This is an optimization exercise on Yosys and OpenROAD, whose aim is small area, not a production implementation.
In this exercise RTL edits were held to simulation tests only and were not proved equivalent to the original.
Power figures rest on the tool's default switching activity, not on a simulated workload.

[config.mk]
export PLATFORM = sky130hd
export DESIGN_NAME = vending_machine
export DESIGN_NICKNAME = vending_machine
export VERILOG_FILES = /design/flow/design.v
export SDC_FILE = /design/flow/constraint.sdc
export NUM_CORES = 4
export LEC_CHECK = 0
export CAP_MARGIN = 20
export CORE_MARGIN = 2
export CORE_UTILIZATION = 40
export GPL_TIMING_DRIVEN = 0
export SLEW_MARGIN = 20
[constraint.sdc]
create_clock -name core_clock -period 7.0 [get_ports {clk}]
set_input_delay 1.4000 -clock core_clock [delete_from_list [all_inputs] [get_ports {clk}]]
set_output_delay 1.4000 -clock core_clock [all_outputs]
set_load 0.01 [all_outputs]
[design.v]
module vending_machine (
	clk,
	reset_n,
	i_input_coin,
	i_select_item,
	i_trigger_return,
	o_available_item,
	o_output_item,
	o_return_coin
);
	input clk;
	input reset_n;
	input [3-1:0] i_input_coin;
	input [4-1:0] i_select_item;
	input i_trigger_return;
	output [4-1:0] o_available_item;
	output [4-1:0] o_output_item;
	output [3-1:0] o_return_coin;
	localparam [3:0] S_T0  = 4'd4;
	localparam [3:0] S_T1  = 4'd5;
	localparam [3:0] S_T2  = 4'd6;
	localparam [3:0] S_T3  = 4'd7;
	localparam [3:0] S_T4  = 4'd8;
	localparam [3:0] S_T5  = 4'd9;
	localparam [3:0] S_T6  = 4'd10;
	localparam [3:0] S_T7  = 4'd11;
	localparam [3:0] S_T8  = 4'd12;
	localparam [3:0] S_T9  = 4'd13;
	localparam [3:0] S_T10 = 4'd14;
	localparam [3:0] S_O0  = 4'd0;
	localparam [3:0] S_O1  = 4'd1;
	localparam [3:0] S_O2  = 4'd2;
	localparam [3:0] S_O3  = 4'd3;
	localparam [3:0] S_RET = 4'd15;
	localparam HB = 21;
	localparam [2:0] RC0 = 3'd0;
	localparam [2:0] RC1 = 3'd1;
	localparam [2:0] RC2 = 3'd3;
	localparam [2:0] RC3 = 3'd2;
	localparam [2:0] RC4 = 3'd6;
	reg [HB-1:0] h;
	reg [1:0] m;
	reg [2:0] r;                                 
	reg [3:0] state;
	wire h_nz = |h;
	wire r4 = (r == RC4);
	wire r_nz = (r != RC0);
	wire ge5  = h_nz | (m != 2'd0);
	wire ge1  = ge5 | r_nz;
	wire ge4  = ge5 | r4;
	wire ge10 = h_nz | m[1];
	wire ge20 = h_nz;
	wire returning = (state == S_RET);
	reg op_p1, op_p5, op_p10, op_m1, op_m4, op_m5, op_m10, op_m20;
	reg [3:0] state_nxt;
	reg [3:0] s_dec;
	always @(*) begin
		case (state)
			S_T1: s_dec = S_T0;
			S_T2: s_dec = S_T1;
			S_T3: s_dec = S_T2;
			S_T4: s_dec = S_T3;
			S_T5: s_dec = S_T4;
			S_T6: s_dec = S_T5;
			S_T7: s_dec = S_T6;
			S_T8: s_dec = S_T7;
			S_T9: s_dec = S_T8;
			S_T10: s_dec = S_T9;
			default: s_dec = S_T9;
		endcase
	end
	always @(*) begin
		{op_p1, op_p5, op_p10, op_m1, op_m4, op_m5, op_m10, op_m20} = 8'b0;
		if (returning) begin
			if (ge10) op_m10 = 1'b1;
			else if (ge5) op_m5 = 1'b1;
			else if (ge1) op_m1 = 1'b1;
			state_nxt = ge1 ? S_RET : S_T10;
		end
		else if (i_trigger_return)
			state_nxt = S_RET;
		else if (i_input_coin[0]) begin
			op_p1 = 1'b1;
			state_nxt = S_T10;
		end
		else if (i_input_coin[1]) begin
			op_p5 = 1'b1;
			state_nxt = S_T10;
		end
		else if (i_input_coin[2]) begin
			op_p10 = 1'b1;
			state_nxt = S_T10;
		end
		else if (i_select_item[0]) begin
			op_m4 = ge4;
			state_nxt = ge4 ? S_O0 : S_T10;
		end
		else if (i_select_item[1]) begin
			op_m5 = ge5;
			state_nxt = ge5 ? S_O1 : S_T10;
		end
		else if (i_select_item[2]) begin
			op_m10 = ge10;
			state_nxt = ge10 ? S_O2 : S_T10;
		end
		else if (i_select_item[3]) begin
			op_m20 = ge20;
			state_nxt = ge20 ? S_O3 : S_T10;
		end
		else if (!ge1)
			state_nxt = S_T10;
		else if (state == S_T0)
			state_nxt = S_RET;
		else
			state_nxt = s_dec;
	end
	wire r_inc = op_p1 | op_m4;
	wire r_dec = op_m1;
	reg [2:0] r_nxt;
	always @(*) begin
		r_nxt = r;
		if (r_inc)
			case (r)
				RC0: r_nxt = RC1;
				RC1: r_nxt = RC2;
				RC2: r_nxt = RC3;
				RC3: r_nxt = RC4;
				default: r_nxt = RC0;
			endcase
		else if (r_dec)
			case (r)
				RC1: r_nxt = RC0;
				RC2: r_nxt = RC1;
				RC3: r_nxt = RC2;
				RC4: r_nxt = RC3;
				default: r_nxt = RC4;
			endcase
	end
	wire m_p1 = (op_p1 & r4) | op_p5;
	wire m_m1 = (op_m1 & ~r_nz) | (op_m4 & ~r4) | op_m5;
	wire [3:0] m_sum = {2'b00, m} + (op_p10 ? 4'd2 : m_p1 ? 4'd1 : m_m1 ? 4'b1111 : op_m10 ? 4'b1110 : 4'd0);
	wire up = m_sum[3:2] == 2'b01;
	wire dn = (m_sum[3] == 1'b1) | op_m20;
	wire fwd_in = ~(h[HB-1] ^ h[HB-3]);
	wire bwd_in = ~(h[0] ^ h[HB-2]);
	wire [HB-1:0] h_nxt = up ? {h[HB-2:0], fwd_in} : dn ? {bwd_in, h[HB-1:1]} : h;
	always @(posedge clk) begin
		if (!reset_n) begin
			h <= 0;
			m <= 0;
			r <= RC0;
			state <= S_T10;
		end
		else begin
			h <= h_nxt;
			m <= m_sum[1:0];
			r <= r_nxt;
			state <= state_nxt;
		end
	end
	assign o_available_item = {ge20, ge10, ge5, ge4};
	assign o_output_item = {state == S_O3, state == S_O2, state == S_O1, state == S_O0};
	assign o_return_coin = returning ? {ge10, ~ge10 & ge5, ~ge5 & ge1} : 3'b000;
endmodule
[flow/run.sh]
#!/bin/bash
# Own layout flow: the standard ORFS flow (standard.sh) with three changes.
#  - Synthesis runs the standard flow's synthesis script unchanged, except that ABC maps
#    the logic with flow/area.abc (deep AIG optimisation, then area-oriented
#    mapping) and Yosys's full/half-adder extraction is off
#    (ADDER_MAP_FILE empty). Registers are mapped before ABC, as before.
#  - Every port gets a buffer, of the smallest buffer cell (buf_1).
#  - The clock tree is built from clkbuf_4 cells, without dummy loads.
#  - Global placement is not timing-driven (the design meets timing with
#    room to spare), and the buffers synthesis puts on ports are removed at
#    floorplan instead.
set -euo pipefail
W=$PWD
cat "$W/flow/abc_override.tcl" "$W/synth_recipe.tcl" > "$W/own_synth.tcl"
export MY_ABC_SCRIPT="$W/flow/area.abc"
export BUFFER_PORTS_ARGS="-buffer_cell sky130_fd_sc_hd__buf_1"
export REMOVE_ABC_BUFFERS=1
export CTS_ARGS="-sink_clustering_enable -repair_clock_nets -dont_use_dummy_load -buf_list sky130_fd_sc_hd__clkbuf_4 -root_buf sky130_fd_sc_hd__clkbuf_4"
bash standard.sh SYNTH_SCRIPT="$W/own_synth.tcl" ADDER_MAP_FILE= finish > "$W/standard.log" 2>&1
[flow/abc_override.tcl]
# Run ABC with the script named by MY_ABC_SCRIPT instead of ORFS's.
proc abc {args} {
  set i [lsearch -exact $args -script]
  if { $i >= 0 } { lset args [expr {$i + 1}] $::env(MY_ABC_SCRIPT) }
  yosys abc {*}$args
}
[flow/area.abc]
strash
&get -n
&deepsyn -J 100 -T 100
&put
dch -f
amap
[standard.sh]
#!/bin/bash
# synth_recipe.tcl (not shown) runs the flow's synth.tcl, then flattens the netlist and writes it again
# the make line also repeats each setting of config.mk as NAME=value (left out here)
make -C /OpenROAD-flow-scripts/flow DESIGN_CONFIG=/design/flow/config.mk WORK_HOME=/design/flow/orfs CLKGATE_MAP_FILE= SYNTH_SCRIPT=/design/flow/synth_recipe.tcl "${@:-finish}"
==> summary.txt, run 1 <==
Global routing
  – Largest net degree at the start of global routing: 22
  – Aggregate global routing overflow: 0
  – Number of global-route vias before repair: 1302
  – Number of antenna violations at the first check in global routing: 0
  – GRT Util Overall: 0.1736
  – First-pass GRT wire length: 5678 um

CTS
  – Post-CTS resize count: 0
  – Number of buffers inserted to repair setup after CTS: 0
  – Total CTS buffers: 5
  – Number of sinks on the clock net: 30
  – CTS H-tree depth: 2
  – Hold-fix buffer count after cts: 0
  – TritonCTS clock tree: built
  – Clk slew on worst S/H paths: 0.10 ns
  – Root buffer cell: clkbuf_4
  – Worst-skew pair later-pin latency: 0.33 ns
  – Max clock buf depth: 2

Worst setup path
  – Worst path arrival time: 5.12 ns
  – CP Buf/Inv Count: 4
  – Beginning of the critical path: h[18]$_SDFFE_PN0P_
  – Critical path class: reg2reg
  – Reg-to-reg critical path startpoint: h[18]$_SDFFE_PN0P_
  – Element type at the critical path end: register
  – Register-to-Register Path Depth: 19
  – Worst endpoint required time: 7.26 ns
  – Chain of cells forming the critical path: or4_1 -> nor3_1 -> nand4_1 -> nor2_1 -> clkinv_1 -> nor2_1 -> clkinv_1 -> nor2_1 -> nor3b_1 -> a211oi_1 -> o221ai_1 -> and2_0 -> o21ai_0 -> nor2_1 -> a21oi_1 -> clkinv_1 -> nor2_2 -> a222oi_1 -> clkinv_1
  – Worst-case register-to-register setup slack: 2.14 ns
  – CP startpoint kind: register
  – Critical path's slowest cell: nor2_2
  – Cell class contributing the biggest share of worst-path delay: simple AND/OR/NAND/NOR gates
  – Endpoint of the lowest-slack register-to-register path: h[7]$_SDFFE_PN0P_
  – Delay of the slowest cell on the worst path: 0.65 ns
  – Maximum net fanout on the critical path: 21

Pwr
  – Net Switching: 137.0 uW
  – Static Leak: 0.5568 nW
  – Clock network fraction of design power: 0.222
  – Overall power of the completed layout: 383.5 uW
  – Worst VDD drop: 0.08725 mV
  – Combinational group share of total power: 0.291
  – Cell-internal power: 246.5 uW
  – Fraction of power spent switching nets: 0.3572
  – Power density over the cells: 233.4 nW/um^2
  – Sequential cell fraction of total power: 0.487

Route
  – Detail Route Antenna Nets: 0
  – Count of routing violations after the opening detailed-route iteration: 168
  – Number of design rule violations left after detail routing: 0
  – Vias: 1433
  – Mean number of vias per cell: 5.490
  – DR WL/cell: 12.18 um
  – Wire length after detailed routing: 3178 um
  – 1st-pass router iterations: 5

Worst hold path
  – Endpoint, Worst Hold: r[0]$_SDFFE_PN0P_
  – Startpoint of the tightest hold check path: r[0]$_SDFFE_PN0P_
  – Hold Path Depth: 2
  – Type of the most critical hold path: reg2reg

STA
  – Unrepaired setup endpoints after global routing: false
  – Final Max Slew Viols: 0
  – Number of hold-slack violations in the final timing report: 0
  – Setup violations, final: 0
  – Post-route clock period utilization: 0.6939
  – Final period demand of the worst path: 4.857 ns
  – Worst slew pin tran: 0.8093 ns
  – Summed negative setup slack over all endpoints: 0 ns
  – Worst-case hold slack: 0.4964 ns
  – Highest Clock Rate: 205.9 MHz
  – Final worst clock skew: 0.02370 ns
  – Worst slew margin relative to its limit: 0.4599

Floorplanning
  – Std cell rows: 22
  – Io pins: 21
  – Die span in x: 64.78 um
  – Vertical die dimension: 64.78 um
  – Initial standard-cell utilization of the core: 0.4098
  – Die ar.: 4196 um^2
  – Area inside the core boundary: 3606 um^2

Yosys
  – Post-synth design cell area: 1478 um^2
  – Cell taking the most area after synthesis: dfxtp_1
  – Synth Instances: 191
  – Flip-flop and latch count after synthesis: 30
  – Count of yosys warnings during synthesis: 1
  – Netlist cell types: 25
  – Part of the Yosys area used for sequential elements: 0.4064
  – Cell types occupying the most area after synthesis: dfxtp_1 (41%), a222oi_1 (14%), clkinv_1 (12%)
  – Fraction of synthesized cell area taken by the top area cell type: 0.4064
  – Synth Area per Inst: 7.736 um^2

Status
  – Result of the run: no timing/DRC/antenna violations

Place
  – DPL Wire Length: 2336 um
  – Placer congestion estimate: 0.7865
  – Placed standard-cell area: 1605 um^2
  – Count of buffers inserted at the top-level ports: 20

Layout
  – Fraction of final layout cells sized beyond drive strength 1: 0.04225
  – Post-layout util: 0.4556
  – N_diodes: 0
  – Area Overhead vs Synth: 11.18%
  – Final layout net count: 225
  – Final std cell area, no fill: 1643 um^2
  – Layout fillers: 371

Flow run
  – Reported max-cap violation count: 0
==> cells in the final DEF (no fill, tap or decap), drive strengths merged, types with 2 or more instances in the layout <==
master	instances
a211oi	2
a21oi	2
a222oi	21
a31oi	5
buf	21
clkbuf	5
clkinv	46
dfxtp	30
nand2	10
nand2b	3
nand3	3
nor2	27
nor3	9
nor3b	2
nor4	4
o21ai	9
o22ai	2
o32ai	2
or3	2
or4	2
==> metal layers <==
metal	global-route usage	share of wire	up-vias	wire (um)
li1	-	-	739	-
met1	0.2303	0.49	654	1543
met2	0.2680	0.45	36	1429
met3	0.05382	0.056	4	177
met4	0.05585	0.0085	0	27
met5	0	0	-	0
==> tightest hold or removal path, delay by kind of cell (launching register included) <==
family | cells | cell delay [ns]
compound gates | 1 | 0.08
buf+inv | 1 | 0.05
flops | 1 | 0.32
==> metrics by stage <==
step           std cells  setup WS [ns]
4_1_cts              261          2.177
3_5_place_dp         256          1.870
3_3_place_gp         255          1.545
6_report             261          2.143
2_1_floorplan        187          2.310
5_1_grt              261          1.402
==> state kept, by name (all words and copies together), names as in the netlist <==
register  flops
r             3
h            21
m             2
state         4
==> kinds of logic after synthesis <==
family,synth area share
simple gates,0.2058
buf+inv,0.1372
compound gates,0.2506
flops,0.4064
==> synthesized netlist by cell type <==
| cell type | number |
|---|---|
| o22ai_1 | 2 |
| a31oi_1 | 5 |
| nor4_1 | 4 |
| a21oi_1 | 2 |
| a222oi_1 | 21 |
| clkinv_1 | 46 |
| or3_1 | 2 |
| or4_1 | 2 |
| o221ai_1 | 1 |
| nor2_1 | 27 |
| nand3_1 | 3 |
| o32ai_1 | 2 |
| a211oi_1 | 2 |
| nand2b_1 | 3 |
| nor3_1 | 9 |
| dfxtp_1 | 30 |
| o21ai_0 | 9 |
| nand4_1 | 1 |
| nor2b_1 | 1 |
| o2111a_1 | 1 |
| buf_4 | 4 |
| nand2_1 | 10 |
| a31o_1 | 1 |
| nor3b_1 | 2 |
| and2_0 | 1 |
==> how the worst max path moves through the flow <==
stage / cells past startpoint / end / slack (ns)
final: 19 / h[7]$_SDFFE_PN0P_ / 2.14
after global routing: 19 / h[5]$_SDFFE_PN0P_ / 1.40
after CTS: 19 / h[13]$_SDFFE_PN0P_ / 2.18
after global placement: 19 / h[11]$_SDFFE_PN0P_ / 1.54
after floorplan: 18 / h[0]$_SDFFE_PN0P_ / 2.31
after detailed placement: 19 / h[0]$_SDFFE_PN0P_ / 1.87
==> power groups by stage <==
stage                     Clock [mW]  Combinational (mW)  Sequential (mW)
after floorplan                    0              0.0774            0.189
after global placement             0               0.107            0.190
after detailed placement           0               0.111            0.190
after CTS                     0.0896               0.111            0.186
after global routing          0.0973               0.128            0.188
final                         0.0852               0.112            0.187
==> final cells by class <==
cell class              count  area (um^2)  area share
repair buffers             21        86.33     0.05255
flip-flops and latches     30        600.6      0.3656
inverters                  46        172.7      0.1051
well taps                  48        60.06     0.03656
multi-input cells         111        685.7      0.4174
clock buffers               5        37.54     0.02285
==> inputs of run 2 (changes only) <==
--- a/flow/run.sh
+++ b/flow/run.sh
@@ -7,7 +7,4 @@
 #  - Every port gets a buffer, of the smallest buffer cell (buf_1).
 #  - The clock tree is built from clkbuf_4 cells, without dummy loads.
-#  - Global placement is not timing-driven (the design meets timing with
-#    room to spare), and the buffers synthesis puts on ports are removed at
-#    floorplan instead.
 set -euo pipefail
 W=$PWD
@@ -15,5 +12,4 @@
 export MY_ABC_SCRIPT="$W/flow/area.abc"
 export BUFFER_PORTS_ARGS="-buffer_cell sky130_fd_sc_hd__buf_1"
-export REMOVE_ABC_BUFFERS=1
 export CTS_ARGS="-sink_clustering_enable -repair_clock_nets -dont_use_dummy_load -buf_list sky130_fd_sc_hd__clkbuf_4 -root_buf sky130_fd_sc_hd__clkbuf_4"
 bash standard.sh SYNTH_SCRIPT="$W/own_synth.tcl" ADDER_MAP_FILE= finish > "$W/standard.log" 2>&1
--- a/config.mk
+++ b/config.mk
@@ -9,4 +9,3 @@
 export CORE_MARGIN = 2
 export CORE_UTILIZATION = 40
-export GPL_TIMING_DRIVEN = 0
 export SLEW_MARGIN = 20
==> summary.txt, run 2 <==
Status
  – Result of the run: no timing/DRC/antenna violations (unchanged)

CTS
  – TritonCTS clock tree: built (unchanged)
  – Post-CTS resize count: 0 (unchanged)
  – CTS H-tree depth: 2 (unchanged)
  – Max clock buf depth: 2 (unchanged)
  – Worst-skew pair later-pin latency: 0.33 ns (about the same)
  – Number of buffers inserted to repair setup after CTS: 0 (unchanged)
  – Hold-fix buffer count after cts: 0 (unchanged)
  – Total CTS buffers: 5 (unchanged)
  – Number of sinks on the clock net: 30 (unchanged)
  – Root buffer cell: clkbuf_4 (unchanged)
  – Clk slew on worst S/H paths: 0.09 ns (was 0.10 ns)

Global routing
  – Number of global-route vias before repair: 1174 (was 1302)
  – First-pass GRT wire length: 5133 um (was 5678 um)
  – GRT Util Overall: 0.1593 (was 0.1736)
  – Number of antenna violations at the first check in global routing: 0 (unchanged)
  – Largest net degree at the start of global routing: 22 (unchanged)
  – Aggregate global routing overflow: 0 (unchanged)

Yosys
  – Adder-cell area share of the yosys netlist: 0 (unchanged)
  – Basic-gate share of the synthesized area counting and, or, nand and nor cells: 0.2058 (unchanged)
  – Post-synth design cell area: 1478 um^2 (unchanged)
  – Flip-flop and latch count after synthesis: 30 (unchanged)
  – Post-synth top cells: clkinv_1 (46), dfxtp_1 (30), nor2_1 (27) (unchanged)
  – Part of the Yosys area used for sequential elements: 0.4064 (unchanged)
  – Complex-gate fraction of the synthesized area: 0.2506 (unchanged)
  – Synth Instances: 191 (unchanged)
  – Synth Area per Inst: 7.736 um^2 (unchanged)
  – Netlist cell types: 25 (unchanged)
  – Count of yosys warnings during synthesis: 1 (unchanged)
  – Cell types occupying the most area after synthesis: dfxtp_1 (41%), a222oi_1 (14%), clkinv_1 (12%) (unchanged)
  – Primary flip-flop cell chosen by synthesis mapping: dfxtp_1 (unchanged)
  – Share of the synthesized netlist area taken by xor and xnor gates: 0 (unchanged)
  – Post-synth EDFFs: 0 (unchanged)
  – Share of synthesized registers carrying an async set or reset: 0 (unchanged)
  – Fraction of synthesized cell area taken by the top area cell type: 0.4064 (unchanged)
  – Main combinational cell family by area after synthesis: compound AO/OA/AOI/OAI gates (unchanged)
  – Most repeated cell in the gate-level netlist after synthesis: clkinv_1 (unchanged)
  – Cell taking the most area after synthesis: dfxtp_1 (unchanged)
  – Multiplexer fraction of the synthesized cell area: 0 (unchanged)

Route
  – 1st-pass router iterations: 6 (was 5)
  – Mean number of vias per cell: 5.447 (was 5.490)
  – Wire length after detailed routing: 3069 um (was 3178 um)
  – Number of design rule violations left after detail routing: 0 (unchanged)
  – Detail Route Antenna Nets: 0 (unchanged)
  – Vias: 1427 (was 1433)
  – Count of routing violations after the opening detailed-route iteration: 145 (was 168)
  – DR WL/cell: 11.71 um (was 12.18 um)

Worst setup path
  – CP startpoint kind: register (unchanged)
  – Element type at the critical path end: register (unchanged)
  – Maximum net fanout on the critical path: 21 (unchanged)
  – Critical path class: reg2reg (unchanged)
  – Worst endpoint required time: 7.25 ns (was 7.26 ns)
  – Worst path arrival time: 4.97 ns (was 5.12 ns)

STA
  – Final Max Slew Viols: 0 (unchanged)
  – Fin worst setup slack: 2.281 ns (was 2.143 ns)
  – Number of hold-slack violations in the final timing report: 0 (unchanged)
  – Worst-case hold slack: 0.5043 ns (was 0.4964 ns)
  – Setup violations, final: 0 (unchanged)
  – Worst slew margin relative to its limit: 0.4981 (was 0.4599)
  – Worst slew pin tran: 0.7521 ns (was 0.8093 ns)
  – Summed negative setup slack over all endpoints: 0 ns (unchanged)
  – Highest Clock Rate: 211.9 MHz (was 205.9 MHz)
  – Post-route clock period utilization: 0.6741 (was 0.6939)
  – Final worst clock skew: 0.02368 ns (was 0.02370 ns)
  – Final period demand of the worst path: 4.719 ns (was 4.857 ns)
  – Unrepaired setup endpoints after global routing: false (unchanged)

Layout
  – Layout fillers: 377 (was 371)
  – Final layout net count: 226 (was 225)
  – Area Overhead vs Synth: 10.84% (was 11.18%)
  – Max FFs per register: 21 (unchanged)
  – Register containing the most flip-flops in the final layout: h (unchanged)
  – Final std cell area, no fill: 1638 um^2 (was 1643 um^2)
  – Most common cell after layout, fill and taps aside: clkinv_1 (unchanged)
  – Post-layout util: 0.4542 (was 0.4556)
  – Fraction of final layout cells sized beyond drive strength 1: 0.03738 (was 0.04225)
  – Most frequent cells in the layout: clkinv_1 (46), dfxtp_1 (30), nor2_1 (26) (was clkinv_1 (46), dfxtp_1 (30), nor2_1 (25))
  – Final non-filler cell total: 262 (was 261)
  – N_diodes: 0 (unchanged)
  – Registers with the most flip-flops: h (21), state (4), r (3) (unchanged)

Place
  – DPL Wire Length: 2254 um (was 2336 um)
  – Setup slack at placement: 2.078 ns (was 1.870 ns)
  – Count of buffers inserted at the top-level ports: 20 (unchanged)
  – Placed standard-cell area: 1600 um^2 (was 1605 um^2)
  – Placer congestion estimate: 0.8039 (was 0.7865)
  – Placed Cells: 257 (was 256)

Floorplanning
  – Area inside the core boundary: 3606 um^2 (unchanged)
  – Std cell rows: 22 (unchanged)
  – Die ar.: 4196 um^2 (unchanged)
  – Initial standard-cell utilization of the core: 0.4098 (unchanged)
  – Die span in x: 64.78 um (unchanged)
  – Io pins: 21 (unchanged)
  – Vertical die dimension: 64.78 um (unchanged)

Pwr
  – Static Leak: 0.5596 nW (was 0.5568 nW)
  – Power density over the cells: 232.7 nW/um^2 (was 233.4 nW/um^2)
  – Worst VDD drop: 0.1096 mV (was 0.08725 mV)
  – Overall power of the completed layout: 381.1 uW (was 383.5 uW)

Worst hold path
  – Type of the most critical hold path: reg2reg (unchanged)

Flow run
  – Reported max-cap violation count: 0 (unchanged)
run 2: final cells by class:
class,count,area [um^2],share of cell area
Multi-Input combinational cell,111,676.9,0.4133
Timing Repair Buffer,22,90.09,0.05500
Inverter,46,172.7,0.1054
Tap cell,48,60.06,0.03667
Sequential cell,30,600.6,0.3667
Clock buffer,5,37.54,0.02292
run 2: kinds of logic (layout without fill, tap and decap cells):
logic type | count (synthesis) | count (layout)
AOI/OAI and AO/OA | 46 | 46
buffers and inverters | 50 | 73
DFF | 30 | 30
and+or+nand+nor | 65 | 65
run 2: layer usage:
| layer | up-vias | share of wire | GRT usage |
|---|---|---|---|
| li1 | 737 | - | - |
| met1 | 651 | 0.48 | 0.1957 |
| met2 | 33 | 0.45 | 0.2564 |
| met3 | 6 | 0.051 | 0.05208 |
| met4 | 0 | 0.017 | 0.06383 |
| met5 | - | 0 | 0 |
run 2: worst max-delay path: stages, from the launching register on:
cell      delay [ns]
dfxtp_1         0.36
or4_1           0.53
nor3_1          0.24
nand4_1         0.19
nor2_1          0.22
clkinv_1        0.18
nor2_1          0.16
clkinv_1        0.14
nor2_1          0.18
nor3b_1         0.10
a211oi_1        0.31
o221ai_1        0.19
and2_0          0.24
o21ai_0         0.23
nor2_1          0.08
a21oi_1         0.22
clkinv_1        0.14
nor2_2          0.62
a222oi_1        0.25
clkinv_1        0.07
run 2: final timing paths:
path | start | endpoint | slack [ns] | depth (start not counted)
max | h[18]$_SDFFE_PN0P_ | h[7]$_SDFFE_PN0P_ | 2.28 | 19
min | r[0]$_SDFFE_PN0P_ | r[0]$_SDFFE_PN0P_ | 0.50 | 2
max reg2reg | h[18]$_SDFFE_PN0P_ | h[7]$_SDFFE_PN0P_ | 2.28 | 19
min reg2reg | r[0]$_SDFFE_PN0P_ | r[0]$_SDFFE_PN0P_ | 0.50 | 2
run 2: where the power goes:
group	leakage, nW	internal [mW]	total [mW]	switching, mW
Sequential	0.243	0.179	0.187	0.00754
Clock	0.0230	0.0334	0.0847	0.0513
Combinational	0.294	0.0329	0.110	0.0769
==> inputs of run 3 (changes only) <==
--- a/design.v
+++ b/design.v
@@ -17,20 +17,20 @@
 	output [4-1:0] o_output_item;
 	output [3-1:0] o_return_coin;
-	localparam [3:0] S_T0  = 4'd4;
-	localparam [3:0] S_T1  = 4'd5;
-	localparam [3:0] S_T2  = 4'd6;
-	localparam [3:0] S_T3  = 4'd7;
-	localparam [3:0] S_T4  = 4'd8;
-	localparam [3:0] S_T5  = 4'd9;
-	localparam [3:0] S_T6  = 4'd10;
-	localparam [3:0] S_T7  = 4'd11;
-	localparam [3:0] S_T8  = 4'd12;
-	localparam [3:0] S_T9  = 4'd13;
-	localparam [3:0] S_T10 = 4'd14;
+	localparam [3:0] S_T0  = 4'd12;
+	localparam [3:0] S_T1  = 4'd6;
+	localparam [3:0] S_T2  = 4'd11;
+	localparam [3:0] S_T3  = 4'd5;
+	localparam [3:0] S_T4  = 4'd10;
+	localparam [3:0] S_T5  = 4'd13;
+	localparam [3:0] S_T6  = 4'd14;
+	localparam [3:0] S_T7  = 4'd15;
+	localparam [3:0] S_T8  = 4'd7;
+	localparam [3:0] S_T9  = 4'd3;
+	localparam [3:0] S_T10 = 4'd1;
 	localparam [3:0] S_O0  = 4'd0;
-	localparam [3:0] S_O1  = 4'd1;
-	localparam [3:0] S_O2  = 4'd2;
-	localparam [3:0] S_O3  = 4'd3;
-	localparam [3:0] S_RET = 4'd15;
+	localparam [3:0] S_O1  = 4'd2;
+	localparam [3:0] S_O2  = 4'd9;
+	localparam [3:0] S_O3  = 4'd8;
+	localparam [3:0] S_RET = 4'd4;
 	localparam HB = 21;
 	localparam [2:0] RC0 = 3'd0;
--- a/config.mk
+++ b/config.mk
@@ -8,4 +8,4 @@
 export CAP_MARGIN = 20
 export CORE_MARGIN = 2
-export CORE_UTILIZATION = 40
+export CORE_UTILIZATION = 65
 export SLEW_MARGIN = 20
==> summary.txt, run 3 <==
Place
  – Placed standard-cell area: 1564 um^2 (was 1600 um^2)
  – DPL Wire Length: 2315 um (was 2254 um)
  – Placer congestion estimate: 0.9086 (was 0.8039)
  – Placed Cells: 231 (was 257)
  – Count of buffers inserted at the top-level ports: 20 (unchanged)

Floorplanning
  – Io pins: 21 (unchanged)
  – Die ar.: 2639 um^2 (was 4196 um^2)
  – Die span in x: 51.38 um (was 64.78 um)
  – Initial standard-cell utilization of the core: 0.6724 (was 0.4098)
  – Area inside the core boundary: 2170 um^2 (was 3606 um^2)
  – Std cell rows: 17 (was 22)
  – Vertical die dimension: 51.38 um (was 64.78 um)

Pwr
  – Power density over the cells: 195.5 nW/um^2 (was 232.7 nW/um^2)
  – Cell-internal power: 225.2 uW (was 245.4 uW)
  – Combinational group share of total power: 0.161 (was 0.288)
  – Fraction of power spent switching nets: 0.2807 (was 0.3562)
  – Clock network fraction of design power: 0.262 (was 0.222)
  – Net Switching: 87.91 uW (was 135.7 uW)
  – Static Leak: 0.5483 nW (was 0.5596 nW)
  – Sequential cell fraction of total power: 0.577 (was 0.490)
  – Worst VDD drop: 0.1711 mV (was 0.1096 mV)

Worst setup path
  – CP startpoint kind: register (unchanged)
  – Cell class contributing the biggest share of worst-path delay: simple AND/OR/NAND/NOR gates (unchanged)
  – Maximum net fanout on the critical path: 21 (unchanged)
  – Worst path arrival time: 5.37 ns (was 4.97 ns)
  – CP Buf/Inv Count: 5 (was 4)
  – Chain of cells forming the critical path: or4_1 -> nor3_1 -> nand4_1 -> nor2_1 -> clkinv_1 -> or3_1 -> nand3_1 -> nor3_1 -> nor3_1 -> o21ai_0 -> a31o_1 -> o21ai_0 -> nor2_1 -> a21oi_1 -> clkinv_1 -> nor3_2 -> buf_4 -> nor2_1 -> nand2_1 -> clkinv_1 -> a222oi_1 -> clkinv_1 (was or4_1 -> nor3_1 -> nand4_1 -> nor2_1 -> clkinv_1 -> nor2_1 -> clkinv_1 -> nor2_1 -> nor3b_1 -> a211oi_1 -> o221ai_1 -> and2_0 -> o21ai_0 -> nor2_1 -> a21oi_1 -> clkinv_1 -> nor2_2 -> a222oi_1 -> clkinv_1)
  – Worst endpoint required time: 7.19 ns (was 7.25 ns)
  – Critical path class: reg2reg (unchanged)
  – Critical path's slowest cell: or4_1 (was nor2_2)
  – Element type at the critical path end: register (unchanged)
  – Cell mode on critical path: clkinv_1
  – Delay of the slowest cell on the worst path: 0.53 ns (was 0.62 ns)

Yosys
  – Adder-cell area share of the yosys netlist: 0 (unchanged)
  – Primary flip-flop cell chosen by synthesis mapping: dfxtp_1 (unchanged)
  – Fraction of synthesized cell area taken by the top area cell type: 0.4117 (was 0.4064)
  – Post-synth EDFFs: 0 (unchanged)
  – Most repeated cell in the gate-level netlist after synthesis: clkinv_1 (unchanged)
  – Basic-gate share of the synthesized area counting and, or, nand and nor cells: 0.2007 (was 0.2058)
  – Post-synth design cell area: 1459 um^2 (was 1478 um^2)
  – Part of the Yosys area used for sequential elements: 0.4117 (was 0.4064)
  – Cell taking the most area after synthesis: dfxtp_1 (unchanged)
  – Flip-flop and latch count after synthesis: 30 (unchanged)
  – Netlist cell types: 26 (was 25)
  – Synth Instances: 185 (was 191)
  – Multiplexer fraction of the synthesized cell area: 0 (unchanged)
  – Post-synth top cells: clkinv_1 (37), dfxtp_1 (30), nor2_1 (24) (was clkinv_1 (46), dfxtp_1 (30), nor2_1 (27))
  – Cell types occupying the most area after synthesis: dfxtp_1 (41%), a222oi_1 (12%), clkinv_1 (9.5%) (was dfxtp_1 (41%), a222oi_1 (14%), clkinv_1 (12%))
  – Synth Area per Inst: 7.886 um^2 (was 7.736 um^2)
  – Complex-gate fraction of the synthesized area: 0.2719 (was 0.2506)
  – Count of yosys warnings during synthesis: 1 (unchanged)
  – Share of synthesized registers carrying an async set or reset: 0 (unchanged)
  – Share of the synthesized netlist area taken by xor and xnor gates: 0 (unchanged)
  – Main combinational cell family by area after synthesis: compound AO/OA/AOI/OAI gates (unchanged)

STA
  – Final worst clock skew: 0.007120 ns (was 0.02368 ns)
  – Post-route clock period utilization: 0.7400 (was 0.6741)
  – Worst slew pin tran: 0.4507 ns (was 0.7521 ns)
  – Final Max Slew Viols: 0 (unchanged)
  – Final period demand of the worst path: 5.180 ns (was 4.719 ns)
  – Summed negative setup slack over all endpoints: 0 ns (unchanged)
  – Unrepaired setup endpoints after global routing: false (unchanged)
  – Highest Clock Rate: 193.1 MHz (was 211.9 MHz)
  – Number of hold-slack violations in the final timing report: 0 (unchanged)
  – Worst slew margin relative to its limit: 0.6976 (was 0.4981)
  – Setup violations, final: 0 (unchanged)

Flow run
  – Reported max-cap violation count: 0 (unchanged)

Layout
  – Most frequent cells in the layout: clkinv_1 (37), dfxtp_1 (30), nor2_1 (24) (was clkinv_1 (46), dfxtp_1 (30), nor2_1 (26))
  – Fraction of final layout cells sized beyond drive strength 1: 0.04327 (was 0.03738)
  – Registers with the most flip-flops: h (21), state (4), r (3) (unchanged)
  – Final non-filler cell total: 236 (was 262)
  – Max FFs per register: 21 (unchanged)
  – Post-layout util: 0.7382 (was 0.4542)
  – Register containing the most flip-flops in the final layout: h (unchanged)
  – Layout fillers: 191 (was 377)
  – Final std cell area, no fill: 1602 um^2 (was 1638 um^2)
  – Area Overhead vs Synth: 9.777% (was 10.84%)
  – Most common cell after layout, fill and taps aside: clkinv_1 (unchanged)
  – N_diodes: 0 (unchanged)
  – Final layout net count: 220 (was 226)

Global routing
  – GRT Util Overall: 0.2674 (was 0.1593)
  – Largest net degree at the start of global routing: 22 (unchanged)
  – Number of global-route vias before repair: 1322 (was 1174)
  – Aggregate global routing overflow: 0 (unchanged)
  – Global routing usage on met1: 0.3076 (was 0.1957)
  – First-pass GRT wire length: 5264 um (was 5133 um)
  – Most used routing layer: met2 (unchanged)
  – Met3 demand-to-capacity share in global routing: 0.08772 (was 0.05208)
  – Met2 layer usage reported by global route: 0.4423 (was 0.2564)
  – Number of antenna violations at the first check in global routing: 0 (unchanged)

Route
  – Mean number of vias per cell: 6.047 (was 5.447)
  – 1st-pass router iterations: 5 (was 6)
  – Number of design rule violations left after detail routing: 0 (unchanged)
  – Vias: 1427 (unchanged)
  – Count of routing violations after the opening detailed-route iteration: 119 (was 145)
  – Wire length after detailed routing: 3136 um (was 3069 um)
  – DR WL/cell: 13.29 um (was 11.71 um)
  – Detail Route Antenna Nets: 0 (unchanged)

CTS
  – Total CTS buffers: 5 (unchanged)
  – Number of sinks on the clock net: 30 (unchanged)
  – Worst-skew pair later-pin latency: 0.31 ns (was 0.33 ns)
  – Post-CTS resize count: 0 (unchanged)
  – Number of buffers inserted to repair setup after CTS: 0 (unchanged)
  – Max clock buf depth: 2 (unchanged)
  – CTS H-tree depth: 2 (unchanged)
  – Clk slew on worst S/H paths: 0.08 ns (was 0.09 ns)
  – TritonCTS clock tree: built (unchanged)
  – Hold-fix buffer count after cts: 0 (unchanged)
  – Root buffer cell: clkbuf_4 (unchanged)

Status
  – Result of the run: no timing/DRC/antenna violations (unchanged)

Worst hold path
  – Type of the most critical hold path: reg2reg (unchanged)
run 3: cell count changes after synthesis, sizes merged, moves of 3 or more:
cell | before | now
a222oi | 21 | 18
clkinv | 46 | 37
a22oi | 0 | 3
a21oi | 2 | 6
a31oi | 5 | 2
nor2 | 27 | 24
or2 | 0 | 3
run 3: per-stage QoR:
stage	setup WS (ns)	total power, mW	hold WS [ns]
after global placement	2.040	0.2318	0.4779
after floorplan	1.663	0.2249	0.4549
after CTS	1.847	0.3157	0.5192
after global routing	1.325	0.3293	0.5468
after detailed placement	1.873	0.2340	0.4998
final	1.820	0.3132	0.5123
run 3: cell families after synthesis:
group           count (synthesis)
simple gates                   62
compound gates                 52
buf+inv                        41
flops                          30
run 3: final cells by class:
type / instances / area [um^2] / area share
clock buffer: 5 / 37.54 / 0.02344
inverter: 37 / 138.9 / 0.08672
multi-input combinational: 114 / 699.4 / 0.4367
sequential: 30 / 600.6 / 0.3750
tap: 28 / 35.03 / 0.02187
timing repair buffer: 22 / 90.09 / 0.05625
run 3: worst paths after layout:
path,start,cells after the start,slack [ns],to
min,m[0]$_SDFF_PN0_,1,0.51,m[0]$_SDFF_PN0_
max,h[5]$_SDFFE_PN0P_,22,1.82,h[5]$_SDFFE_PN0P_
max reg2reg,h[5]$_SDFFE_PN0P_,22,1.82,h[5]$_SDFFE_PN0P_
min reg2reg,m[0]$_SDFF_PN0_,1,0.51,m[0]$_SDFF_PN0_
run 3: worst reg2reg max path, stage by stage (launching register included):
cell	delay [ns]
dfxtp_1	0.33
or4_1	0.53
nor3_1	0.20
nand4_1	0.21
nor2_1	0.28
clkinv_1	0.16
or3_1	0.39
nand3_1	0.16
nor3_1	0.06
nor3_1	0.16
o21ai_0	0.14
a31o_1	0.22
o21ai_0	0.21
nor2_1	0.08
a21oi_1	0.22
clkinv_1	0.17
nor3_2	0.12
buf_4	0.26
nor2_1	0.09
nand2_1	0.13
clkinv_1	0.39
a222oi_1	0.44
clkinv_1	0.11
run 3: power by group through the flow:
stage          logic (mW)  registers (mW)  clock network, mW
6_report           0.0505           0.181             0.0821
5_1_grt            0.0556           0.182             0.0920
4_1_cts            0.0499           0.180             0.0853
3_5_place_dp       0.0494           0.185                  0
3_3_place_gp       0.0479           0.184                  0
2_1_floorplan      0.0416           0.183                  0
run 3: routing by layer:
| metal | up-vias | part of all wire |
|---|---|---|
| met5 | - | 0 |
| met4 | 0 | 0.017 |
| met3 | 6 | 0.052 |
| met2 | 49 | 0.49 |
| met1 | 644 | 0.44 |
| li1 | 728 | - |
==> inputs of run 4 (changes only) <==
--- a/config.mk
+++ b/config.mk
@@ -8,4 +8,5 @@
 export CAP_MARGIN = 20
 export CORE_MARGIN = 2
-export CORE_UTILIZATION = 65
+export CORE_UTILIZATION = 55
+export PLACE_DENSITY = 0.75
 export SLEW_MARGIN = 20
==> summary.txt, run 4 <==
Status
  – Result of the run: no timing/DRC/antenna violations (unchanged)

Global routing
  – Largest net degree at the start of global routing: 22 (unchanged)
  – First-pass GRT wire length: 5237 um (was 5264 um)
  – GRT Util Overall: 0.2122 (was 0.2674)
  – Number of antenna violations at the first check in global routing: 0 (unchanged)
  – Aggregate global routing overflow: 0 (unchanged)
  – Number of global-route vias before repair: 1260 (was 1322)

Yosys
  – Primary flip-flop cell chosen by synthesis mapping: dfxtp_1 (unchanged)
  – Count of yosys warnings during synthesis: 1 (unchanged)
  – Cell taking the most area after synthesis: dfxtp_1 (unchanged)
  – Cell types occupying the most area after synthesis: dfxtp_1 (41%), a222oi_1 (12%), clkinv_1 (9.5%) (unchanged)
  – Synth Area per Inst: 7.886 um^2 (unchanged)
  – Most repeated cell in the gate-level netlist after synthesis: clkinv_1 (unchanged)
  – Post-synth EDFFs: 0 (unchanged)
  – Post-synth design cell area: 1459 um^2 (unchanged)
  – Part of the Yosys area used for sequential elements: 0.4117 (unchanged)
  – Share of synthesized registers carrying an async set or reset: 0 (unchanged)
  – Synth Instances: 185 (unchanged)
  – Flip-flop and latch count after synthesis: 30 (unchanged)
  – Fraction of synthesized cell area taken by the top area cell type: 0.4117 (unchanged)
  – Post-synth top cells: clkinv_1 (37), dfxtp_1 (30), nor2_1 (24) (unchanged)
  – Netlist cell types: 26 (unchanged)

STA
  – Setup violations, final: 0 (unchanged)
  – Final period demand of the worst path: 5.137 ns (was 5.180 ns)
  – Number of hold-slack violations in the final timing report: 0 (unchanged)
  – Worst slew margin relative to its limit: 0.7013 (was 0.6976)
  – Fin worst setup slack: 1.863 ns (was 1.820 ns)
  – Worst slew pin tran: 0.4453 ns (was 0.4507 ns)
  – Highest Clock Rate: 194.7 MHz (was 193.1 MHz)
  – Worst-case hold slack: 0.5174 ns (was 0.5123 ns)
  – Summed negative setup slack over all endpoints: 0 ns (unchanged)
  – Final Max Slew Viols: 0 (unchanged)
  – Unrepaired setup endpoints after global routing: false (unchanged)
  – Final worst clock skew: 0.01049 ns (was 0.007120 ns)
  – Post-route clock period utilization: 0.7338 (was 0.7400)

Floorplanning
  – Io pins: 21 (unchanged)
  – Die span in x: 55.50 um (was 51.38 um)
  – Initial standard-cell utilization of the core: 0.5836 (was 0.6724)
  – Std cell rows: 18 (was 17)
  – Area inside the core boundary: 2500 um^2 (was 2170 um^2)
  – Die ar.: 3080 um^2 (was 2639 um^2)
  – Vertical die dimension: 55.50 um (was 51.38 um)

Layout
  – Final layout net count: 220 (unchanged)
  – Fraction of final layout cells sized beyond drive strength 1: 0.04327 (unchanged)
  – N_diodes: 0 (unchanged)
  – Most frequent cells in the layout: clkinv_1 (37), dfxtp_1 (30), nor2_1 (24) (unchanged)
  – Most common cell after layout, fill and taps aside: clkinv_1 (unchanged)
  – Registers with the most flip-flops: h (21), state (4), r (3) (unchanged)
  – Max FFs per register: 21 (unchanged)
  – Register containing the most flip-flops in the final layout: h (unchanged)
  – Final std cell area, no fill: 1604 um^2 (was 1602 um^2)
  – Layout fillers: 219 (was 191)
  – Area Overhead vs Synth: 9.949% (was 9.777%)

Worst setup path
  – Worst path arrival time: 5.32 ns (was 5.37 ns)
  – Element type at the critical path end: register (unchanged)
  – Worst endpoint required time: 7.19 ns (about the same)
  – Critical path class: reg2reg (unchanged)
  – Register-to-Register Path Depth: 22 (unchanged)
  – Endpoint of the lowest-slack register-to-register path: h[3]$_SDFFE_PN0P_ (was h[5]$_SDFFE_PN0P_)
  – Maximum net fanout on the critical path: 21 (unchanged)
  – Reg-to-reg critical path startpoint: h[5]$_SDFFE_PN0P_ (unchanged)
  – Worst-case register-to-register setup slack: 1.86 ns (was 1.82 ns)
  – CP startpoint kind: register (unchanged)

CTS
  – Clk slew on worst S/H paths: 0.08 ns (about the same)
  – Post-CTS resize count: 0 (unchanged)
  – Hold-fix buffer count after cts: 0 (unchanged)
  – Max clock buf depth: 2 (unchanged)
  – Root buffer cell: clkbuf_4 (unchanged)
  – Worst-skew pair later-pin latency: 0.31 ns (about the same)
  – TritonCTS clock tree: built (unchanged)
  – Number of sinks on the clock net: 30 (unchanged)
  – Number of buffers inserted to repair setup after CTS: 0 (unchanged)
  – Total CTS buffers: 5 (unchanged)
  – CTS H-tree depth: 2 (unchanged)

Place
  – Placer congestion estimate: 0.9827 (was 0.9086)
  – Count of buffers inserted at the top-level ports: 20 (unchanged)
  – DPL Wire Length: 2314 um (was 2315 um)
  – Placed standard-cell area: 1567 um^2 (was 1564 um^2)
  – Setup slack at placement: 1.858 ns (was 1.873 ns)

Worst hold path
  – Type of the most critical hold path: reg2reg (unchanged)
  – Endpoint, Worst Hold: m[0]$_SDFF_PN0_ (unchanged)
  – Hold Path Depth: 1 (unchanged)
  – Startpoint of the tightest hold check path: m[0]$_SDFF_PN0_ (unchanged)

Pwr
  – Worst VDD drop: 0.1276 mV (was 0.1711 mV)
  – Overall power of the completed layout: 313.4 uW (was 313.2 uW)
  – Power density over the cells: 195.4 nW/um^2 (was 195.5 nW/um^2)
  – Static Leak: 0.5483 nW (unchanged)

Route
  – Number of design rule violations left after detail routing: 0 (unchanged)
  – Vias: 1442 (was 1427)
  – DR WL/cell: 12.86 um (was 13.29 um)
  – Wire length after detailed routing: 3061 um (was 3136 um)
  – 1st-pass router iterations: 7 (was 5)
  – Mean number of vias per cell: 6.059 (was 6.047)
  – Count of routing violations after the opening detailed-route iteration: 136 (was 119)
  – Detail Route Antenna Nets: 0 (unchanged)

Flow run
  – Reported max-cap violation count: 0 (unchanged)
[run 4: kinds of logic after synthesis]
family	count (synthesis)	synth area share
DFF	30	0.4117
AOI/OAI and AO/OA	52	0.2719
buffers and inverters	41	0.1158
and+or+nand+nor	62	0.2007
[run 4: worst max-delay path by stage]
stage / from / slack (ns) / depth (start not counted) / endpoint
after detailed placement: i_input_coin[0] / 1.86 / 22 / h[13]$_SDFFE_PN0P_
final: h[5]$_SDFFE_PN0P_ / 1.86 / 22 / h[3]$_SDFFE_PN0P_
after floorplan: i_input_coin[1] / 1.66 / 20 / h[0]$_SDFFE_PN0P_
after global routing: h[5]$_SDFFE_PN0P_ / 1.23 / 22 / h[17]$_SDFFE_PN0P_
after global placement: h[5]$_SDFFE_PN0P_ / 2.04 / 22 / h[14]$_SDFFE_PN0P_
after CTS: h[5]$_SDFFE_PN0P_ / 1.83 / 22 / h[13]$_SDFFE_PN0P_
[run 4: through the flow]
| step | cells | util |
|---|---|---|
| 2_1_floorplan | 185 | - |
| 3_3_place_gp | 233 | 0.6266 |
| 3_5_place_dp | 233 | 0.6266 |
| 4_1_cts | 238 | 0.6416 |
| 5_1_grt | 238 | 0.6416 |
| 6_report | 238 | 0.6416 |
[run 4: area by class of cell]
class	instances	area [um^2]	share of cell area
multi-input combinational	114	699.4	0.4360
sequential	30	600.6	0.3744
inverter	37	138.9	0.08658
timing repair buffer	22	90.09	0.05616
clock buffer	5	37.54	0.02340
tap	30	37.54	0.02340
[run 4: layer usage]
metal / part of all wire / up-vias / track usage
met3: 0.064 / 4 / 0.07494
met2: 0.49 / 61 / 0.3452
met5: 0 / - / 0
met4: 0.012 / 0 / 0.08711
li1: - / 729 / -
met1: 0.43 / 648 / 0.2537
[run 4: power by group]
group / internal (mW) / total, mW / switching (mW)
clock: 0.0335 / 0.0828 / 0.0493
sequential: 0.175 / 0.180 / 0.00507
combinational: 0.0166 / 0.0503 / 0.0337
total: 0.225 / 0.313 / 0.0881
[run 4: critical path: stages (launching register included)]
cell,delay (ns)
dfxtp_1,0.34
or4_1,0.53
nor3_1,0.20
nand4_1,0.22
nor2_1,0.26
clkinv_1,0.14
or3_1,0.38
nand3_1,0.14
nor3_1,0.06
nor3_1,0.17
o21ai_0,0.16
a31o_1,0.23
o21ai_0,0.21
nor2_1,0.08
a21oi_1,0.21
clkinv_1,0.16
nor3_2,0.13
buf_4,0.26
nor2_1,0.08
nand2_1,0.13
clkinv_1,0.39
a222oi_1,0.42
clkinv_1,0.11
==> inputs of run 5 (changes only) <==
--- a/config.mk
+++ b/config.mk
@@ -8,5 +8,4 @@
 export CAP_MARGIN = 20
 export CORE_MARGIN = 2
-export CORE_UTILIZATION = 55
-export PLACE_DENSITY = 0.75
+export CORE_UTILIZATION = 40
 export SLEW_MARGIN = 20
==> summary.txt, run 5 <==
Status
  – Result of the run: no timing/DRC/antenna violations (unchanged)

Yosys
  – Post-synth design cell area: 1459 um^2 (unchanged)
  – Synth Area per Inst: 7.886 um^2 (unchanged)
  – Post-synth top cells: clkinv_1 (37), dfxtp_1 (30), nor2_1 (24) (unchanged)
  – Cell types occupying the most area after synthesis: dfxtp_1 (41%), a222oi_1 (12%), clkinv_1 (9.5%) (unchanged)
  – Count of yosys warnings during synthesis: 1 (unchanged)
  – Part of the Yosys area used for sequential elements: 0.4117 (unchanged)
  – Share of synthesized registers carrying an async set or reset: 0 (unchanged)
  – Fraction of synthesized cell area taken by the top area cell type: 0.4117 (unchanged)
  – Synth Instances: 185 (unchanged)
  – Most repeated cell in the gate-level netlist after synthesis: clkinv_1 (unchanged)
  – Netlist cell types: 26 (unchanged)
  – Primary flip-flop cell chosen by synthesis mapping: dfxtp_1 (unchanged)
  – Flip-flop and latch count after synthesis: 30 (unchanged)
  – Cell taking the most area after synthesis: dfxtp_1 (unchanged)
  – Post-synth EDFFs: 0 (unchanged)

CTS
  – Clk slew on worst S/H paths: 0.09 ns (was 0.08 ns)
  – TritonCTS clock tree: built (unchanged)
  – Number of buffers inserted to repair setup after CTS: 0 (unchanged)
  – Worst-skew pair later-pin latency: 0.32 ns (was 0.31 ns)
  – Number of sinks on the clock net: 30 (unchanged)
  – Root buffer cell: clkbuf_4 (unchanged)
  – CTS H-tree depth: 2 (unchanged)
  – Post-CTS resize count: 0 (unchanged)
  – Max clock buf depth: 2 (unchanged)
  – Total CTS buffers: 5 (unchanged)
  – Hold-fix buffer count after cts: 0 (unchanged)

Layout
  – Register containing the most flip-flops in the final layout: h (unchanged)
  – Most frequent cells in the layout: clkinv_1 (37), dfxtp_1 (30), nor2_1 (24) (unchanged)
  – Fraction of final layout cells sized beyond drive strength 1: 0.04327 (unchanged)
  – Most common cell after layout, fill and taps aside: clkinv_1 (unchanged)
  – N_diodes: 0 (unchanged)
  – Final layout net count: 220 (unchanged)
  – Max FFs per register: 21 (unchanged)
  – Registers with the most flip-flops: h (21), state (4), r (3) (unchanged)
  – Layout fillers: 364 (was 219)
  – Area Overhead vs Synth: 11.32% (was 9.949%)

Worst setup path
  – Worst path arrival time: 5.35 ns (was 5.32 ns)
  – Worst endpoint required time: 7.21 ns (was 7.19 ns)
  – Delay of the slowest cell on the worst path: 0.52 ns (was 0.53 ns)
  – CP startpoint kind: register (unchanged)
  – Cell class contributing the biggest share of worst-path delay: simple AND/OR/NAND/NOR gates (unchanged)
  – Critical path's slowest cell: or4_1 (unchanged)
  – Chain of cells forming the critical path: or4_1 -> nor3_1 -> nand4_1 -> nor2_1 -> clkinv_1 -> or3_1 -> nand3_1 -> nor3_1 -> nor3_1 -> o21ai_0 -> a31o_1 -> o21ai_0 -> nor2_1 -> a21oi_1 -> clkinv_1 -> nor3_2 -> buf_4 -> nor2_1 -> nand2_1 -> clkinv_1 -> a222oi_1 -> clkinv_1 (unchanged)
  – Cell mode on critical path: clkinv_1 (unchanged)
  – Worst-case register-to-register setup slack: 1.86 ns (about the same)
  – CP Buf/Inv Count: 5 (unchanged)
  – Maximum net fanout on the critical path: 21 (unchanged)
  – Critical path class: reg2reg (unchanged)
  – Element type at the critical path end: register (unchanged)

Pwr
  – Overall power of the completed layout: 314.6 uW (was 313.4 uW)
  – Static Leak: 0.5483 nW (unchanged)
  – Worst VDD drop: 0.09733 mV (was 0.1276 mV)
  – Power density over the cells: 193.7 nW/um^2 (was 195.4 nW/um^2)

Route
  – Vias: 1440 (was 1442)
  – Detail Route Antenna Nets: 0 (unchanged)
  – DR WL/cell: 12.68 um (was 12.86 um)
  – Wire length after detailed routing: 3221 um (was 3061 um)
  – Number of design rule violations left after detail routing: 0 (unchanged)
  – Mean number of vias per cell: 5.669 (was 6.059)
  – Count of routing violations after the opening detailed-route iteration: 150 (was 136)
  – 1st-pass router iterations: 5 (was 7)

Global routing
  – Largest net degree at the start of global routing: 22 (unchanged)
  – GRT Util Overall: 0.1731 (was 0.2122)
  – First-pass GRT wire length: 5713 um (was 5237 um)
  – Aggregate global routing overflow: 0 (unchanged)
  – Number of antenna violations at the first check in global routing: 0 (unchanged)
  – Number of global-route vias before repair: 1379 (was 1260)

STA
  – Highest Clock Rate: 194.5 MHz (was 194.7 MHz)
  – Worst slew margin relative to its limit: 0.7138 (was 0.7013)
  – Final period demand of the worst path: 5.143 ns (was 5.137 ns)
  – Setup violations, final: 0 (unchanged)
  – Worst slew pin tran: 0.4266 ns (was 0.4453 ns)
  – Summed negative setup slack over all endpoints: 0 ns (unchanged)
  – Post-route clock period utilization: 0.7347 (was 0.7338)
  – Unrepaired setup endpoints after global routing: false (unchanged)
  – Final Max Slew Viols: 0 (unchanged)
  – Number of hold-slack violations in the final timing report: 0 (unchanged)
  – Final worst clock skew: 0.01982 ns (was 0.01049 ns)

Place
  – DPL Wire Length: 2456 um (was 2314 um)
  – Placer congestion estimate: 0.8156 (was 0.9827)
  – Count of buffers inserted at the top-level ports: 20 (unchanged)

Floorplanning
  – Initial standard-cell utilization of the core: 0.4271 (was 0.5836)
  – Std cell rows: 21 (was 18)
  – Die span in x: 64.39 um (was 55.50 um)
  – Vertical die dimension: 64.39 um (was 55.50 um)
  – Area inside the core boundary: 3416 um^2 (was 2500 um^2)
  – Io pins: 21 (unchanged)
  – Die ar.: 4146 um^2 (was 3080 um^2)

Worst hold path
  – Type of the most critical hold path: reg2reg (unchanged)

Flow run
  – Reported max-cap violation count: 0 (unchanged)
## run 5: cell counts after synthesis
Identical to the previous run, type by type.
## run 5: layout make-up
cell class / instances / area [um^2] / share of cell area
clock buffers: 5 / 37.54 / 0.02311
well taps: 46 / 57.56 / 0.03544
repair buffers: 22 / 90.09 / 0.05547
inverters: 37 / 138.9 / 0.08552
multi-input cells: 114 / 699.4 / 0.4307
flip-flops and latches: 30 / 600.6 / 0.3698
## run 5: power breakdown
part | total (mW) | internal, mW | switching, mW | leakage [nW]
clock network | 0.0835 | 0.0334 | 0.0501 | 0.0230
logic | 0.0506 | 0.0166 | 0.0340 | 0.282
registers | 0.180 | 0.175 | 0.00517 | 0.243
## run 5: cells by family after synthesis
family,Yosys count,synth area share
compound gates,52,0.2719
buf+inv,41,0.1158
simple gates,62,0.2007
flops,30,0.4117
## run 5: stage by stage
stage               hold WS (ns)    util  setup slack (ns)  cell area, um^2  instances
floorplan                 0.4549       -             1.663             1459        185
CTS                       0.5006  0.4755             1.804             1624        254
detailed placement        0.4841  0.4645             1.725             1587        249
finish                    0.4961  0.4755             1.857             1624        254
global route              0.5394  0.4755             1.191             1624        254
global placement          0.4734  0.4645             1.943             1587        249
## run 5: path summary, 6_finish.rpt
path         cells past startpoint         startpoint                 end
max                             22  h[5]$_SDFFE_PN0P_  h[11]$_SDFFE_PN0P_
min                              1    m[0]$_SDFF_PN0_     m[0]$_SDFF_PN0_
max reg2reg                     22  h[5]$_SDFFE_PN0P_  h[11]$_SDFFE_PN0P_
min reg2reg                      1    m[0]$_SDFF_PN0_     m[0]$_SDFF_PN0_
## run 5: layer usage
metal  global-route usage  wire (um)  vias up
met5                    0          0        -
met1               0.2065       1485      671
li1                     -          -      726
met3              0.05458        184        2
met2               0.2956       1527       41
met4              0.05319         24        0
==> inputs of run 6 (changes only) <==
--- a/flow/run.sh
+++ b/flow/run.sh
@@ -7,4 +7,7 @@
 #  - Every port gets a buffer, of the smallest buffer cell (buf_1).
 #  - The clock tree is built from clkbuf_4 cells, without dummy loads.
+#  - Global placement is not timing-driven (the design meets timing with
+#    room to spare), and the buffers synthesis puts on ports are removed at
+#    floorplan instead.
 set -euo pipefail
 W=$PWD
@@ -12,4 +15,5 @@
 export MY_ABC_SCRIPT="$W/flow/area.abc"
 export BUFFER_PORTS_ARGS="-buffer_cell sky130_fd_sc_hd__buf_1"
+export REMOVE_ABC_BUFFERS=1
 export CTS_ARGS="-sink_clustering_enable -repair_clock_nets -dont_use_dummy_load -buf_list sky130_fd_sc_hd__clkbuf_4 -root_buf sky130_fd_sc_hd__clkbuf_4"
 bash standard.sh SYNTH_SCRIPT="$W/own_synth.tcl" ADDER_MAP_FILE= finish > "$W/standard.log" 2>&1
--- a/config.mk
+++ b/config.mk
@@ -6,6 +6,7 @@
 export NUM_CORES = 4
 export LEC_CHECK = 0
-export CAP_MARGIN = 20
+export CAP_MARGIN = 0
 export CORE_MARGIN = 2
 export CORE_UTILIZATION = 40
-export SLEW_MARGIN = 20
+export GPL_TIMING_DRIVEN = 0
+export SLEW_MARGIN = 0
==> summary.txt, run 6 <==
STA
  – Unrepaired setup endpoints after global routing: false (unchanged)
  – Final period demand of the worst path: 5.501 ns (was 5.143 ns)
  – Fin worst setup slack: 1.499 ns (was 1.857 ns)
  – Final worst clock skew: 0.007894 ns (was 0.01982 ns)
  – Worst slew margin relative to its limit: 0.5249 (was 0.7138)
  – Number of hold-slack violations in the final timing report: 0 (unchanged)
  – Worst slew pin tran: 0.7087 ns (was 0.4266 ns)
  – Post-route clock period utilization: 0.7859 (was 0.7347)
  – Setup violations, final: 0 (unchanged)
  – Highest Clock Rate: 181.8 MHz (was 194.5 MHz)
  – Summed negative setup slack over all endpoints: 0 ns (unchanged)
  – Final Max Slew Viols: 0 (unchanged)

Route
  – 1st-pass router iterations: 5 (unchanged)
  – Vias: 1481 (was 1440)
  – Detail Route Antenna Nets: 0 (unchanged)
  – Number of design rule violations left after detail routing: 0 (unchanged)
  – DR WL/cell: 12.94 um (was 12.68 um)
  – Mean number of vias per cell: 5.831 (was 5.669)
  – Wire length after detailed routing: 3286 um (was 3221 um)
  – Count of routing violations after the opening detailed-route iteration: 245 (was 150)

Worst setup path
  – Worst setup path endpoint: h[10]$_SDFFE_PN0P_ (was h[11]$_SDFFE_PN0P_)
  – Maximum net fanout on the critical path: 18 (was 21)
  – Worst-case register-to-register setup slack: 1.50 ns (was 1.86 ns)
  – Register-to-Register Path Depth: 21 (was 22)
  – Worst endpoint required time: 7.20 ns (was 7.21 ns)
  – Endpoint of the lowest-slack register-to-register path: h[10]$_SDFFE_PN0P_ (was h[11]$_SDFFE_PN0P_)
  – Worst path arrival time: 5.70 ns (was 5.35 ns)
  – Reg-to-reg critical path startpoint: h[5]$_SDFFE_PN0P_ (unchanged)
  – Beginning of the critical path: h[5]$_SDFFE_PN0P_ (unchanged)
  – CP startpoint kind: register (unchanged)
  – Critical path class: reg2reg (unchanged)
  – Element type at the critical path end: register (unchanged)

Place
  – Placed Cells: 249 (unchanged)
  – DPL Wire Length: 2457 um (was 2456 um)
  – Count of buffers inserted at the top-level ports: 20 (unchanged)
  – Setup slack at placement: 1.559 ns (was 1.725 ns)
  – Placed standard-cell area: 1594 um^2 (was 1587 um^2)
  – Placer congestion estimate: 0.8820 (was 0.8156)

Layout
  – Final layout net count: 220 (unchanged)
  – Final std cell area, no fill: 1632 um^2 (was 1624 um^2)
  – Final non-filler cell total: 254 (unchanged)
  – Register containing the most flip-flops in the final layout: h (unchanged)
  – Registers with the most flip-flops: h (21), state (4), r (3) (unchanged)
  – Max FFs per register: 21 (unchanged)
  – Most frequent cells in the layout: clkinv_1 (37), dfxtp_1 (30), nor2_1 (24) (unchanged)
  – Area Overhead vs Synth: 11.84% (was 11.32%)
  – N_diodes: 0 (unchanged)
  – Fraction of final layout cells sized beyond drive strength 1: 0.04327 (unchanged)
  – Most common cell after layout, fill and taps aside: clkinv_1 (unchanged)

Pwr
  – Cell-internal power: 225.5 uW (was 225.3 uW)
  – Net Switching: 91.33 uW (was 89.25 uW)
  – Power density over the cells: 194.2 nW/um^2 (was 193.7 nW/um^2)
  – Worst VDD drop: 0.09961 mV (was 0.09733 mV)
  – Sequential cell fraction of total power: 0.570 (was 0.574)
  – Clock network fraction of design power: 0.271 (was 0.266)
  – Fraction of power spent switching nets: 0.2883 (was 0.2837)
  – Combinational group share of total power: 0.159 (was 0.161)
  – Static Leak: 0.5497 nW (was 0.5483 nW)

Yosys
  – Flip-flop and latch count after synthesis: 30 (unchanged)
  – Cell taking the most area after synthesis: dfxtp_1 (unchanged)
  – Post-synth design cell area: 1459 um^2 (unchanged)
  – Synth Instances: 185 (unchanged)
  – Part of the Yosys area used for sequential elements: 0.4117 (unchanged)
  – Synth Area per Inst: 7.886 um^2 (unchanged)
  – Fraction of synthesized cell area taken by the top area cell type: 0.4117 (unchanged)
  – Most repeated cell in the gate-level netlist after synthesis: clkinv_1 (unchanged)
  – Count of yosys warnings during synthesis: 1 (unchanged)
  – Cell types occupying the most area after synthesis: dfxtp_1 (41%), a222oi_1 (12%), clkinv_1 (9.5%) (unchanged)
  – Share of synthesized registers carrying an async set or reset: 0 (unchanged)
  – Primary flip-flop cell chosen by synthesis mapping: dfxtp_1 (unchanged)
  – Post-synth EDFFs: 0 (unchanged)
  – Post-synth top cells: clkinv_1 (37), dfxtp_1 (30), nor2_1 (24) (unchanged)
  – Netlist cell types: 26 (unchanged)

Floorplanning
  – Area inside the core boundary: 3416 um^2 (unchanged)
  – Initial standard-cell utilization of the core: 0.4271 (unchanged)
  – Io pins: 21 (unchanged)
  – Die span in x: 64.39 um (unchanged)
  – Vertical die dimension: 64.39 um (unchanged)
  – Std cell rows: 21 (unchanged)
  – Die ar.: 4146 um^2 (unchanged)

CTS
  – Hold-fix buffer count after cts: 0 (unchanged)
  – Worst-skew pair later-pin latency: 0.32 ns (about the same)
  – Post-CTS resize count: 0 (unchanged)
  – Root buffer cell: clkbuf_4 (unchanged)
  – Clk slew on worst S/H paths: 0.09 ns (about the same)
  – Number of buffers inserted to repair setup after CTS: 0 (unchanged)
  – CTS H-tree depth: 2 (unchanged)
  – Number of sinks on the clock net: 30 (unchanged)
  – TritonCTS clock tree: built (unchanged)
  – Max clock buf depth: 2 (unchanged)
  – Total CTS buffers: 5 (unchanged)

Flow run
  – Reported max-cap violation count: 0 (unchanged)

Global routing
  – GRT Util Overall: 0.1746 (was 0.1731)
  – Number of antenna violations at the first check in global routing: 0 (unchanged)
  – Aggregate global routing overflow: 0 (unchanged)
  – Largest net degree at the start of global routing: 19 (was 22)
  – First-pass GRT wire length: 5685 um (was 5713 um)
  – Number of global-route vias before repair: 1424 (was 1379)

Status
  – Result of the run: no timing/DRC/antenna violations (unchanged)

Worst hold path
  – Type of the most critical hold path: reg2reg (unchanged)
run 6: cell types whose count changed in the layout (fill, tap and decap cells not counted):
| cell | change |
|---|---|
| buf_6 | +2 |
| buf_4 | -2 |
run 6: worst min-delay path by stage:
stage / end / slack (ns) / depth (start not counted) / start
final: m[0]$_SDFF_PN0_ / 0.50 / 1 / m[0]$_SDFF_PN0_
after global routing: m[0]$_SDFF_PN0_ / 0.53 / 1 / m[0]$_SDFF_PN0_
after CTS: m[0]$_SDFF_PN0_ / 0.51 / 1 / m[0]$_SDFF_PN0_
after detailed placement: m[0]$_SDFF_PN0_ / 0.49 / 1 / m[0]$_SDFF_PN0_
after global placement: m[0]$_SDFF_PN0_ / 0.48 / 1 / m[0]$_SDFF_PN0_
after floorplan: m[0]$_SDFF_PN0_ / 0.45 / 1 / m[0]$_SDFF_PN0_
run 6: critical path: stages, from the launching register on:
cell and delay [ns]:
dfxtp_1 0.34, or4_1 0.53, nor3_1 0.25, nand4_1 0.24
nor2_1 0.27, clkinv_1 0.16, or3_1 0.39, nand3_1 0.15
nor3_1 0.06, nor3_1 0.18, o21ai_0 0.16, a31o_1 0.23
o21ai_0 0.22, nor2_1 0.08, a21oi_1 0.21, clkinv_1 0.16
nor3_2 0.56, nor2_1 0.12, nand2_1 0.15, clkinv_1 0.39
a222oi_1 0.42, clkinv_1 0.10
run 6: layout make-up:
| class | instances | area, um^2 |
|---|---|---|
| inverters | 37 | 138.9 |
| multi-input cells | 114 | 699.4 |
| clock buffers | 5 | 37.54 |
| well taps | 46 | 57.56 |
| repair buffers | 22 | 97.59 |
| flip-flops and latches | 30 | 600.6 |
| fillers | 363 | 1784 |
run 6: logic make-up (layout without fill, tap and decap cells):
kind of cell	Yosys count	count (layout)	synth area share
simple gates	62	62	0.2007
compound gates	52	52	0.2719
buf+inv	41	64	0.1158
flops	30	30	0.4117
run 6: per-layer routing:
layer  part of all wire  vias up  GRT usage
li1                   -      730          -
met1               0.44      679     0.1904
met2               0.48       59     0.3047
met3              0.053       13    0.05458
met4              0.028        0    0.08511
met5                  0        -          0
run 6: stage by stage:
stage	total power [mW]	utilization	hold slack [ns]
2_1_floorplan	0.2179	-	0.4549
3_3_place_gp	0.2318	0.4571	0.4803
3_5_place_dp	0.2345	0.4667	0.4855
4_1_cts	0.3225	0.4777	0.5063
5_1_grt	0.3381	0.4777	0.5270
6_report	0.3168	0.4777	0.5029
run 6: power by group through the flow:
stage	Combinational (mW)	Clock (mW)	Sequential, mW
2_1_floorplan	0.0347	0	0.183
3_3_place_gp	0.0478	0	0.184
3_5_place_dp	0.0500	0	0.184
4_1_cts	0.0502	0.0918	0.180
5_1_grt	0.0563	0.101	0.181
6_report	0.0504	0.0858	0.181

## static timing again, ports no longer ideal
In the flow no input, the clock included, has a driving cell. The finished layouts below were timed again as built, in two steps.
Step 1: set_driving_cell puts a clkbuf_16 on clk and a buf_2 on each other input, an assumption about the parent block.
Step 2 also shifts input and output timing later by t, the mid clock arrival at the registers, as if the neighbouring blocks saw the same clock.
a / b / c = ideal ports / drivers / drivers and shift; a / b = the first two.
run	t, ns	setup WS [ns]	hold slack, ns	latest minus earliest clock arrival (ns)	pins driven straight from the clock port
run 1	0.335	2.143 / 2.143 / 1.829	0.496 / 0.496 / 0.496	0.024 / 0.023	1
run 2	0.340	2.281 / 2.281 / 2.030	0.504 / 0.504 / 0.504	0.023 / 0.024	1
run 3	0.330	1.820 / 1.820 / 1.780	0.512 / 0.512 / 0.512	0.007 / 0.007	1
run 4	0.323	1.863 / 1.863 / 1.816	0.517 / 0.517 / 0.517	0.010 / 0.011	1
run 5	0.333	1.857 / 1.857 / 1.735	0.496 / 0.496 / 0.496	0.020 / 0.020	1
run 6	0.340	1.499 / 1.499 / 1.499	0.503 / 0.503 / 0.503	0.008 / 0.008	1
After both steps every run listed still meets setup and hold. The setup slack of run 1, which loses most, moves by 0.000 ns with the drivers and by -0.314 ns with both steps.
